This design comes from an exercise in tuning for small area, a short achievable clock period and few clock cycles per item on the open sky130 flow, not from production work. Only simulation tests tie the RTL to the original design; equivalence was not proved.

maple:
## PID
module PID(
    input clk,rst_n,
    input adc_complete,
    input [INPUT_BIT_WIDTH-1:0] sample,
    input wire signed[PARAMETER_BIT_WIDTH-1:0] target,
    input wire signed[PARAMETER_BIT_WIDTH-1:0] kp,
    input wire signed[PARAMETER_BIT_WIDTH-1:0] ki,
    input wire signed[PARAMETER_BIT_WIDTH-1:0] maximum_out,
    input wire signed[PARAMETER_BIT_WIDTH-1:0] minimum_out,
    input wire signed[PARAMETER_BIT_WIDTH-1:0] maximum_add,
    input wire signed[PARAMETER_BIT_WIDTH-1:0] minimum_add,
    output reg signed[PARAMETER_BIT_WIDTH-1:0] pi_out,
    output reg pi_valid
);
Size in the first run: roughly 3000 cells after synthesis, about 190 flip-flops, ~220 I/O pins.
Settings: LEC_CHECK=0, ABC_AREA=1, CAP_MARGIN=20, CORE_MARGIN=2, CORE_UTILIZATION=60, SETUP_SLACK_MARGIN=4, SLEW_MARGIN=20, BUFFER_PORTS_ARGS=-buffer_cell sky130_fd_sc_hd__buf_1, SYNTH_ARGS=-noabc; clock period 10.0 ns.
standard.sh (not shown) runs the stock make flow with config.mk's settings and CLKGATE_MAP_FILE= SYNTH_SCRIPT=/design/flow/synth_recipe.tcl, a recipe that flattens the netlist after the stock synthesis.
==> flow/flow/run.sh <==
#!/bin/bash
set -euo pipefail
echo 'export BUFFER_PORTS_ARGS = -buffer_cell sky130_fd_sc_hd__buf_1' >> config.mk
echo 'export SYNTH_ARGS = -noabc' >> config.mk
bash standard.sh finish > standard_flow.log 2>&1
In summary, maple completed successfully, with a layout that passed the timing, DRC and antenna checks.
Testbench counts of maple, summed over its fixed seeds: cycles 4,800, items 1,600.
Relative to maple, the following input files were edited for nickel:
# maple
export LEC_CHECK = 0
export ABC_AREA = 1
export CAP_MARGIN = 20
export CORE_MARGIN = 2
export CORE_UTILIZATION = 60
export SETUP_SLACK_MARGIN = 4
export SLEW_MARGIN = 20
export BUFFER_PORTS_ARGS = -buffer_cell sky130_fd_sc_hd__buf_1
export SYNTH_ARGS = -noabc
create_clock -name core_clock -period 10.0 [get_ports {clk}]
# nickel
export LEC_CHECK = 0
export CAP_MARGIN = 20
export CORE_MARGIN = 2
export CORE_UTILIZATION = 40
export SETUP_SLACK_MARGIN = 4
export SLEW_MARGIN = 20
create_clock -name core_clock -period 10.0 [get_ports {clk}]
==> flow/run.sh (new file) <==
#!/bin/bash
# synth_recipe.tcl (not shown) runs the flow's synth.tcl, then flattens the netlist and writes it again
# the make line also repeats each setting of config.mk as NAME=value (left out here)
make -C /OpenROAD-flow-scripts/flow DESIGN_CONFIG=/design/flow/config.mk WORK_HOME=/design/flow/orfs CLKGATE_MAP_FILE= SYNTH_SCRIPT=/design/flow/synth_recipe.tcl finish
removed: flow/flow/run.sh
removed: flow/standard.sh
Results
The slew at the pin closest to its max-slew limit in nickel sits 12 ps below the value recorded for maple.
Diff nickel and maple: number of nets in the layout lower in maple
nickel — sequential fraction of the synthesis area 1.9 points lower, maple as reference
All of nickel and maple finish clean.
Non-clock buffer count in the final layout for nickel: 61% up relative to maple
Looking at highest achievable clock rate, nickel sits about 7% below maple.
Setup changes, nickel to yarrow
# nickel
export LEC_CHECK = 0
export CAP_MARGIN = 20
export CORE_MARGIN = 2
export CORE_UTILIZATION = 40
export SETUP_SLACK_MARGIN = 4
export SLEW_MARGIN = 20
create_clock -name core_clock -period 10.0 [get_ports {clk}]
# yarrow
export LEC_CHECK = 0
export ABC_AREA = 1
export CAP_MARGIN = 20
export CORE_MARGIN = 2
export CORE_UTILIZATION = 60
export CTS_BUF_LIST = sky130_fd_sc_hd__clkbuf_4 sky130_fd_sc_hd__clkbuf_8
export SETUP_SLACK_MARGIN = 4.25
export SLEW_MARGIN = 20
export BUFFER_PORTS_ARGS = -buffer_cell sky130_fd_sc_hd__buf_2
export SYNTH_ARGS = -noabc
create_clock -name core_clock -period 10.0 [get_ports {clk}]
==> flow/flow/run.sh (new file) <==
#!/bin/bash
set -euo pipefail
echo 'export BUFFER_PORTS_ARGS = -buffer_cell sky130_fd_sc_hd__buf_2' >> config.mk
echo 'export SYNTH_ARGS = -noabc' >> config.mk
bash standard.sh finish > standard_flow.log 2>&1
==> flow/standard.sh (new file) <==
#!/bin/bash
# synth_recipe.tcl (not shown) runs the flow's synth.tcl, then flattens the netlist and writes it again
# the make line also repeats each setting of config.mk as NAME=value (left out here)
make -C /OpenROAD-flow-scripts/flow DESIGN_CONFIG=/design/flow/config.mk WORK_HOME=/design/flow/orfs CLKGATE_MAP_FILE= SYNTH_SCRIPT=/design/flow/synth_recipe.tcl "${@:-finish}"
removed: flow/run.sh
### Flow results
All of yarrow and nickel finish clean. Total routing usage reported by global routing: yarrow vs nickel up 9.2 points. Post-detailed-routing wire length came out lower on yarrow than on nickel. The setup slack of yarrow was superior to that of nickel. Changes observed in yarrow relative to nickel: critical path depth now sits lower, cell area after layout now sits lower, count of distinct cell types in the synthesized netlist now sits lower. Re number of H-tree levels: no difference whatsoever between nickel and yarrow. Compared with nickel, yarrow shows routed via count that has gone down by more than 10%.

## separate check: timing with driven ports
The flow's constraints put no driver on any port. The routed layouts listed below were extracted and timed again, unchanged, in two steps.
Step 1 (the two cells are an assumption about what drives the block):
set clk [get_ports {clk}]
set_driving_cell -lib_cell sky130_fd_sc_hd__clkbuf_16 $clk
set_driving_cell -lib_cell sky130_fd_sc_hd__buf_2 [delete_from_list [all_inputs] $clk]
Step 2 adds t to the input delays and takes it off the output delays; t is the mean of the earliest and latest rising clock arrival at the registers after step 1. Input paths then give back, and output paths get back, about the clock's delay inside the block.
Slacks: no drivers / after step 1 / after step 2; pairs: no drivers / after step 1.
| run | t (ns) | slack for setup (ns) | worst data-port slew with drivers (ns) |
|---|---|---|---|
| maple | 0.562 | 4.291 / 4.291 / 3.779 | 0.05 |
| nickel | 0.570 | 3.868 / 3.906 / 3.337 | 0.05 |
| yarrow | 0.639 | 4.502 / 4.529 / 3.891 | 0.04 |
After both steps setup and hold are still met in every run listed. The setup slack of yarrow, which loses most, moves by +0.027 ns with the drivers and by -0.611 ns with both steps.
